What follows belongs to an exercise in optimizing a design on an open flow for a short achievable clock period and few clock cycles per item; a production flow would make more cautious choices.
Where RTL was checked, it was by simulation tests only, not by an equivalence proof against the original.
The clock port is modelled as an ideal driver, which makes a skipped or thinned clock tree look cheaper than it is; a real chip needs a root buffer or a tree.
Power figures rest on the tool's default switching activity, not on a simulated workload.

// uiFDMA
module uiFDMA#
(
parameter  integer         M_AXI_ID_WIDTH			= 3		    ,
parameter  integer         M_AXI_ID			        = 0		    ,
parameter  integer         M_AXI_ADDR_WIDTH			= 32		,
parameter  integer         M_AXI_DATA_WIDTH			= 128		,
parameter  integer		  M_AXI_MAX_BURST_LEN       = 64
)
(
input   wire [M_AXI_ADDR_WIDTH-1 : 0]      fdma_waddr          ,
input                                      fdma_wareq          ,
input   wire [15 : 0]                      fdma_wsize          ,
output                                     fdma_wbusy          ,
input   wire [M_AXI_DATA_WIDTH-1 :0]       fdma_wdata		   ,
output  wire                               fdma_wvalid         ,
input	wire                               fdma_wready		   ,
input   wire [M_AXI_ADDR_WIDTH-1 : 0]      fdma_raddr          ,
input                                      fdma_rareq          ,
input   wire [15 : 0]                      fdma_rsize          ,
output                                     fdma_rbusy          ,
output  wire [M_AXI_DATA_WIDTH-1 :0]       fdma_rdata		   ,
output  wire                               fdma_rvalid         ,
input	wire                               fdma_rready		   ,
input 	wire  								M_AXI_ACLK			,
input 	wire  								M_AXI_ARESETN		,
output 	wire [M_AXI_ID_WIDTH-1 : 0]		    M_AXI_AWID			,
output 	wire [M_AXI_ADDR_WIDTH-1 : 0] 	    M_AXI_AWADDR		,
output 	wire [7 : 0]						M_AXI_AWLEN			,
output 	wire [2 : 0] 						M_AXI_AWSIZE		,
output 	wire [1 : 0] 						M_AXI_AWBURST		,
output 	wire  								M_AXI_AWLOCK		,
output 	wire [3 : 0] 						M_AXI_AWCACHE		,
output 	wire [2 : 0] 						M_AXI_AWPROT		,
output 	wire [3 : 0] 						M_AXI_AWQOS			,
output 	wire  								M_AXI_AWVALID		,
input	wire  								M_AXI_AWREADY		,
output  wire [M_AXI_ID_WIDTH-1 : 0] 		M_AXI_WID			,
output  wire [M_AXI_DATA_WIDTH-1 : 0] 	    M_AXI_WDATA			,
output  wire [M_AXI_DATA_WIDTH/8-1 : 0] 	M_AXI_WSTRB			,
output  wire  								M_AXI_WLAST			,
output  wire  								M_AXI_WVALID		,
input   wire  								M_AXI_WREADY		,
input   wire [M_AXI_ID_WIDTH-1 : 0] 		M_AXI_BID			,
input   wire [1 : 0] 						M_AXI_BRESP			,
input   wire  								M_AXI_BVALID		,
output  wire  								M_AXI_BREADY		,
output  wire [M_AXI_ID_WIDTH-1 : 0] 		M_AXI_ARID			,
output  wire [M_AXI_ADDR_WIDTH-1 : 0] 	    M_AXI_ARADDR		,
  ...
Size in the first run: roughly 1,400 flip-flops.
make LEC_CHECK=0 ABC_CLOCK_PERIOD_IN_PS=1500 CAP_MARGIN=20 CORE_AREA='10 10 350 350' DIE_AREA='0 0 360 360' PLACE_DENSITY=0.75 SETUP_SLACK_MARGIN=1.7 SLEW_MARGIN=20 finish   # period 3.3 ns
run.sh (not shown) runs the stock make flow with config.mk's settings and CLKGATE_MAP_FILE= SYNTH_SCRIPT=/design/flow/synth_recipe.tcl, a recipe that flattens the netlist after the stock synthesis.
Testbench counts at the start, summed over its fixed seeds: cycles 60,473, beats 98,576.
Then changed:
ABC_CLOCK_PERIOD_IN_PS = 1700   (was 1500)
CTS_BUF_LIST = sky130_fd_sc_hd__clkbuf_8   (was not set)
PLACE_DENSITY = not set   (was 0.75)
SETUP_SLACK_MARGIN = 1.5   (was 1.7)
The new run finished with timing, DRC and antenna clean.
Clock power shrinks by about 10%.
Non-clock buffer count came out lower by 80.
Routed wire length came out lower by 2.6%.
Sequential share of layout area grows by 1.6 points.
Power decreases by 5.3%.
Final area came out lower by 3.2%.
Global-route usage grows by 0.14 points.
Die area is unchanged.
Synthesized cell count is unchanged.
Then changed:
CTS_BUF_LIST = not set   (was sky130_fd_sc_hd__clkbuf_8)
What happened: Global-route usage is about the same. Fmax increases by 6.7%. Utilization increases by 0.35 points. Design area increases by about 0.56%. Sequential cell count is unchanged. Die area stays the same. Routed wire length stays flat. Clock skew decreases by 0.0062 ns.
Then changed:
==> flow/flow/run.sh (new file) <==
#!/bin/bash
# The standard ORFS layout (the standard.sh), with the port buffers that
# buffer_ports inserts made plain buf_4 cells instead of the library's
# smallest buffer (a delay cell), so that the paths through them start fast.
set -euo pipefail
bash standard.sh "BUFFER_PORTS_ARGS=-buffer_cell sky130_fd_sc_hd__buf_4" finish > standard_flow.log 2>&1
==> flow/standard.sh (new file) <==
#!/bin/bash
# synth_recipe.tcl (not shown) runs the flow's synth.tcl, then flattens the netlist and writes it again
# the make line also repeats each setting of config.mk as NAME=value (left out here)
make -C /OpenROAD-flow-scripts/flow DESIGN_CONFIG=/design/flow/config.mk WORK_HOME=/design/flow/orfs CLKGATE_MAP_FILE= SYNTH_SCRIPT=/design/flow/synth_recipe.tcl "${@:-finish}"
removed: flow/run.sh
Result: Routed wire length drops by 1.0%. Global-route usage decreases by 0.11 points. Utilization decreases by 0.56 points. Count of clock-buffer cells in the layout decreases by 1. First-iteration DRC count grows by 6.3%. Sequential power is about the same. Worst setup slack is worse by 0.094 ns. Worst hold slack got worse by 0.21 ns. Power stays flat.

---

## the baseline
Another version of the RTL of uiFDMA (not shown whole).
Size in the first run: ~3900 cells after synthesis, about 42000 um^2 of cells after synthesis.
// uiFDMA
module uiFDMA#
(
parameter  integer         M_AXI_ID_WIDTH			= 3		    ,
parameter  integer         M_AXI_ID			        = 0		    ,
parameter  integer         M_AXI_ADDR_WIDTH			= 32		,
parameter  integer         M_AXI_DATA_WIDTH			= 128		,
parameter  integer		  M_AXI_MAX_BURST_LEN       = 64
)
(
input   wire [M_AXI_ADDR_WIDTH-1 : 0]      fdma_waddr          ,
input                                      fdma_wareq          ,
input   wire [15 : 0]                      fdma_wsize          ,
output                                     fdma_wbusy          ,
input   wire [M_AXI_DATA_WIDTH-1 :0]       fdma_wdata		   ,
output  wire                               fdma_wvalid         ,
input	wire                               fdma_wready		   ,
input   wire [M_AXI_ADDR_WIDTH-1 : 0]      fdma_raddr          ,
input                                      fdma_rareq          ,
input   wire [15 : 0]                      fdma_rsize          ,
output                                     fdma_rbusy          ,
output  wire [M_AXI_DATA_WIDTH-1 :0]       fdma_rdata		   ,
output  wire                               fdma_rvalid         ,
input	wire                               fdma_rready		   ,
input 	wire  								M_AXI_ACLK			,
input 	wire  								M_AXI_ARESETN		,
output 	wire [M_AXI_ID_WIDTH-1 : 0]		    M_AXI_AWID			,
output 	wire [M_AXI_ADDR_WIDTH-1 : 0] 	    M_AXI_AWADDR		,
output 	wire [7 : 0]						M_AXI_AWLEN			,
output 	wire [2 : 0] 						M_AXI_AWSIZE		,
output 	wire [1 : 0] 						M_AXI_AWBURST		,
output 	wire  								M_AXI_AWLOCK		,
output 	wire [3 : 0] 						M_AXI_AWCACHE		,
output 	wire [2 : 0] 						M_AXI_AWPROT		,
output 	wire [3 : 0] 						M_AXI_AWQOS			,
output 	wire  								M_AXI_AWVALID		,
input	wire  								M_AXI_AWREADY		,
output  wire [M_AXI_ID_WIDTH-1 : 0] 		M_AXI_WID			,
output  wire [M_AXI_DATA_WIDTH-1 : 0] 	    M_AXI_WDATA			,
output  wire [M_AXI_DATA_WIDTH/8-1 : 0] 	M_AXI_WSTRB			,
output  wire  								M_AXI_WLAST			,
output  wire  								M_AXI_WVALID		,
input   wire  								M_AXI_WREADY		,
input   wire [M_AXI_ID_WIDTH-1 : 0] 		M_AXI_BID			,
  ...
export LEC_CHECK = 0
export ABC_CLOCK_PERIOD_IN_PS = 1500
export CAP_MARGIN = 20
export CORE_AREA = 10 10 270 270
export DIE_AREA = 0 0 280 280
export SETUP_SLACK_MARGIN = 1.8
export SLEW_MARGIN = 20
create_clock -name core_clock -period 3.3 [get_ports {M_AXI_ACLK}]
standard.sh (not shown) runs the stock make flow with config.mk's settings and CLKGATE_MAP_FILE= SYNTH_SCRIPT=/design/flow/synth_recipe.tcl, a recipe that flattens the netlist after the stock synthesis.
==> flow/flow/run.sh <==
#!/bin/bash
# The standard ORFS layout (the standard.sh) with two changes to how the
# layout is made:
#  - buffer_ports inserts plain buf_4 port buffers instead of the library's
#    smallest buffer (a delay cell);
#  - the clock tree is built by flow/my_cts.tcl (sourced as ORFS's PRE_CTS_TCL
#    hook, it stands in for TritonCTS): a balanced two-stage tree of clkbuf_16
#    buffers, MY_CTS_ROOTS roots fed by the clock port, each driving leaf
#    buffers that serve compact groups of at most MY_CTS_LEAF flip-flops.
# Everything else (synthesis, floorplan, power grid, placement, timing repair,
# routing) is the standard flow. The make log goes to standard_flow.log and
# each ORFS step keeps its own log under orfs/logs.
set -euo pipefail
here=$(pwd)
export PRE_CTS_TCL="$here/flow/my_cts.tcl"
export MY_CTS_LEAF=30
export MY_CTS_ROOTS=4
bash standard.sh "BUFFER_PORTS_ARGS=-buffer_cell sky130_fd_sc_hd__buf_4" \
    "PRE_CTS_TCL=$here/flow/my_cts.tcl" finish > standard_flow.log 2>&1
Other scripts of this flow, unchanged in this note and not shown: flow/flow/my_cts.tcl
The baseline: DPL-0038 in global routing (5_1_grt) -> run aborted
Inputs modified between the baseline and the candidate:
- a change of DIE_AREA from 0 0 280 280 to 0 0 300 300
- a change of CORE_AREA from 10 10 270 270 to 10 10 290 290
- a change of SETUP_SLACK_MARGIN from 1.8 to 1.7
--- outcome ---
The candidate did not stop at any stage, and its layout met the timing, DRC and antenna checks.
Looking at the baseline and the candidate, the synthesized cell count is a wash.
Routability-driven placement congestion ratio in the candidate vs the baseline: down about 2.6%
From the baseline to the candidate, summed instance area of the synthesized netlist did not move at all.
Function was not checked in any run of this note: the RTL went through the layout flow alone. The clock cells of the candidate come from the design's own scripts or RTL, not from TritonCTS.

---

uiFDMA, a different RTL version from the one above (not shown whole).
Size in the first run: ~3300 cells after synthesis, about 1500 flip-flops, roughly 780 I/O pins.
Settings: LEC_CHECK=0, ABC_CLOCK_PERIOD_IN_PS=1700, CAP_MARGIN=20, CORE_AREA=10 10 290 290, DIE_AREA=0 0 300 300, SETUP_SLACK_MARGIN=1.6, SLEW_MARGIN=20; clock period 3.3 ns.
run.sh (not shown) runs the stock make flow with config.mk's settings and CLKGATE_MAP_FILE= SYNTH_SCRIPT=/design/flow/synth_recipe.tcl, a recipe that flattens the netlist after the stock synthesis.
Stock flow here: none of the scripts above is used.
The starting point died in 4_1_cts, error DPL-0033.
Rerun with:
Settings changed: ABC_CLOCK_PERIOD_IN_PS 1700 to not set, SETUP_SLACK_MARGIN 1.6 to not set.
Effect: The changed run ran to the end with no violations; area after synthesis is unchanged; synthesized cell count does not change.
No run of this note included a check of the RTL's function; only the layout flow was run.

---

Setup of main:
Another version of the RTL of uiFDMA (not shown whole).
Size: ~1800 cells after synthesis, roughly 570 flip-flops, ~780 I/O pins, roughly 21000 um2 of cells after synthesis.
Settings: LEC_CHECK=0, ABC_CLOCK_PERIOD_IN_PS=1700, CAP_MARGIN=20, CORE_AREA=10 10 230 230, DIE_AREA=0 0 240 240, SETUP_SLACK_MARGIN=1.6, SLEW_MARGIN=20; clock period 3.3 ns.
main was carried through to the last stage, and its layout satisfied the timing, DRC and antenna checks.
Relative to main, the following input files were edited for the feature branch:
diff --git a/flow/config.mk b/flow/config.mk
--- a/flow/config.mk
+++ b/flow/config.mk
@@ -10,2 +10,2 @@
-export CORE_AREA = 10 10 230 230
-export DIE_AREA = 0 0 240 240
+export CORE_AREA = 10 10 270 270
+export DIE_AREA = 0 0 280 280
Findings:
Re number of max-cap violations: no difference whatsoever between main and the feature branch.
The final standard cell utilization of the core number comes out lower for the feature branch vs main.
The H-tree depth of the feature branch exceeds that of main by 1.
Cell count: the feature branch higher than main
The feature branch | stages: all done | timing, DRC, antenna: all pass
In the feature branch, the relative area of non-clock buffer cells in the final design came out 1.0 points below the value in main.
Minimum clock period in the feature branch is 17 ps below main.
The feature branch vs main: achievable frequency up
Function was not checked in any run of this note: the RTL went through the layout flow alone.

---

== before ==
uiFDMA, a different RTL version from the one above (not shown whole).
For scale: ~1400 flip-flops, roughly 780 I/O pins.
==> flow/config.mk <==
export PLATFORM = sky130hd
export DESIGN_NAME = uiFDMA
export DESIGN_NICKNAME = uiFDMA
export VERILOG_FILES = /design/flow/design.v
export SDC_FILE = /design/flow/constraint.sdc
export NUM_CORES = 4
export LEC_CHECK = 0
export ABC_CLOCK_PERIOD_IN_PS = 1700
export CAP_MARGIN = 20
export CORE_AREA = 10 10 320 320
export DIE_AREA = 0 0 330 330
export SETUP_SLACK_MARGIN = 1.4
export SLEW_MARGIN = 20
==> flow/constraint.sdc <==
create_clock -name core_clock -period 3.3 [get_ports {M_AXI_ACLK}]
set_input_delay 0.6600 -clock core_clock [delete_from_list [all_inputs] [get_ports {M_AXI_ACLK}]]
set_output_delay 0.6600 -clock core_clock [all_outputs]
set_load 0.01 [all_outputs]
--- input diff before..after ---
- CORE_AREA now 10 10 350 350, was 10 10 320 320
- DIE_AREA now 0 0 360 360, was 0 0 330 330
- SETUP_SLACK_MARGIN now 1.5, was 1.4
==> comparison <==
- A cell with the largest stage delay on the worst path of sky130_fd_sc_hd__dlygate4sd2_1 is what before shows, while sky130_fd_sc_hd__dfxtp_2 belongs to after.
- Delta (after minus before): fraction of power consumed by combinational cells up 0.6 points, worst setup slack up 0.016 ns.
- From before to after the numbers moved as follows: filler-free cell count of the finished design went up; worst setup slack before clock tree synthesis higher; top-level I/O count closely matched the old numbers; net switching power rose by about 4%.
No functional check of the RTL was part of any run of this note.

---

## alpha
Another version of the RTL of uiFDMA (not shown whole).
Size in the first run: about 1200 flip-flops, about 780 I/O pins, about 0.042 mm2 of cells after synthesis.
Settings: LEC_CHECK=0, ABC_CLOCK_PERIOD_IN_PS=1500, CAP_MARGIN=20, CORE_AREA=10 10 290 290, DIE_AREA=0 0 300 300, SETUP_SLACK_MARGIN=1.6, SLEW_MARGIN=20; clock period 3.3 ns.
standard.sh (not shown) runs the stock make flow with config.mk's settings and CLKGATE_MAP_FILE= SYNTH_SCRIPT=/design/flow/synth_recipe.tcl, a recipe that flattens the netlist after the stock synthesis.
==> flow/flow/run.sh <==
#!/bin/bash
# The standard ORFS layout (the standard.sh) with three changes to how the
# layout is made:
#  - buffer_ports inserts plain buf_4 port buffers instead of the library's
#    smallest buffer (a delay cell);
#  - the clock tree is built by flow/my_cts.tcl (sourced as ORFS's PRE_CTS_TCL
#    hook, it stands in for TritonCTS): a balanced two-stage tree of clkbuf_16
#    buffers, MY_CTS_ROOTS roots fed by the clock port, each driving leaf
#    buffers that serve compact groups of at most MY_CTS_LEAF flip-flops;
#  - flow/io.tcl (ORFS's PRE_IO_PLACEMENT_TCL hook) asks the pin placer to keep
#    the pins of each port-to-port path next to each other.
# Everything else (synthesis, floorplan, power grid, placement, timing repair,
# routing) is the standard flow. The make log goes to standard_flow.log and
# each ORFS step keeps its own log under orfs/logs.
set -euo pipefail
here=$(pwd)
export PRE_CTS_TCL="$here/flow/my_cts.tcl"
export PRE_IO_PLACEMENT_TCL="$here/flow/io.tcl"
export MY_CTS_LEAF=26
export MY_CTS_ROOTS=4
bash standard.sh "BUFFER_PORTS_ARGS=-buffer_cell sky130_fd_sc_hd__buf_4" \
    "PRE_CTS_TCL=$here/flow/my_cts.tcl" "PRE_IO_PLACEMENT_TCL=$here/flow/io.tcl" \
    finish > standard_flow.log 2>&1
==> flow/flow/io.tcl <==
# Keep the pins of each combinational port-to-port path together on the die
# edge, so that these paths need no long wires.
set_io_pin_constraint -group -order -pin_names {fdma_rvalid fdma_rready M_AXI_RREADY}
set_io_pin_constraint -group -order -pin_names {fdma_wvalid fdma_wready}
Other scripts of this flow, unchanged in this note and not shown: flow/flow/my_cts.tcl
alpha has completed all stages; timing, DRC and antenna checks passed.
Testbench counts of alpha, summed over its fixed seeds: cycles 60,518, beats 98,576.
Here is what was changed in the inputs of beta compared with alpha.
==> flow/flow/run.sh <==
#!/bin/bash
# The standard ORFS layout (the standard.sh) with two changes to how the
# layout is made:
#  - buffer_ports inserts plain buf_4 port buffers instead of the library's
#    smallest buffer (a delay cell);
#  - the clock tree is built by flow/my_cts.tcl (sourced as ORFS's PRE_CTS_TCL
#    hook, it stands in for TritonCTS): a balanced two-stage tree of clkbuf_16
#    buffers, MY_CTS_ROOTS roots fed by the clock port, each driving leaf
#    buffers that serve compact groups of at most MY_CTS_LEAF flip-flops.
# Everything else (synthesis, floorplan, power grid, placement, timing repair,
# routing) is the standard flow. The make log goes to standard_flow.log and
# each ORFS step keeps its own log under orfs/logs.
set -euo pipefail
here=$(pwd)
export PRE_CTS_TCL="$here/flow/my_cts.tcl"
export MY_CTS_LEAF=26
export MY_CTS_ROOTS=4
bash standard.sh "BUFFER_PORTS_ARGS=-buffer_cell sky130_fd_sc_hd__buf_4" \
    "PRE_CTS_TCL=$here/flow/my_cts.tcl" finish > standard_flow.log 2>&1
removed: flow/flow/io.tcl
[summary]
beta: no failed stages, no open violations at the end
Going from alpha to beta, the reported net switching power was found to have gone up by about 3%.
On post-place instance area, beta and alpha are basically level.
Power share of the clock group for beta: 0.3 points down relative to alpha
No run of this note takes its clock network from TritonCTS; it comes from the design's own scripts or RTL.

==> re-timing with driven ports <==
The results above use ideal ports. As a check the final layouts listed here were re-extracted and re-timed, cells and wires unchanged.
Step 1 assumes that a clkbuf_16 drives the clock port and a buf_2 every other input.
Step 2, shift: input delay + t, output delay - t, t = (earliest + latest rising clock arrival at the registers) / 2. This alone moves slack from input paths to output paths.
Three values: ideal, step 1, step 2; two values: the first two.
run | shift t [ns] | setup slack, ns | worst data-port slew with drivers (ns) | pins driven straight from the clock port
the first run of note 1 | 0.805 | 1.296 / 1.266 / 0.504 | 0.13 | 1
the second run of note 1 | 0.926 | 1.197 / 1.126 / 0.581 | 0.18 | 1
the third run of note 1 | 0.802 | 1.329 / 1.258 / 0.717 | 0.17 | 1
the fourth run of note 1 | 0.806 | 1.234 / 1.163 / 0.781 | 0.16 | 1
the candidate | 0.591 | 1.346 / 1.263 / 1.024 | 0.31 | 4
the second run of note 3 | 0.829 | 0.132 / 0.057 / -0.092 | 0.19 | 1
main | 0.671 | 1.323 / 1.244 / 0.889 | 0.22 | 1
the feature branch | 0.655 | 1.339 / 1.251 / 0.914 | 0.28 | 1
before | 0.810 | 1.235 / 1.197 / 0.607 | 0.16 | 1
after | 0.806 | 1.252 / 1.177 / 0.595 | 0.16 | 1
alpha | 0.586 | 1.489 / 1.388 / 1.094 | 0.17 | 4
beta | 0.593 | 1.489 / 1.368 / 1.055 | 0.23 | 4
Met with ideal ports but missed after step 2: setup timing in the second run of note 3. For the first run of note 1, which loses most, drivers alone change the setup slack by -0.030 ns; drivers and shift together by -0.792 ns.
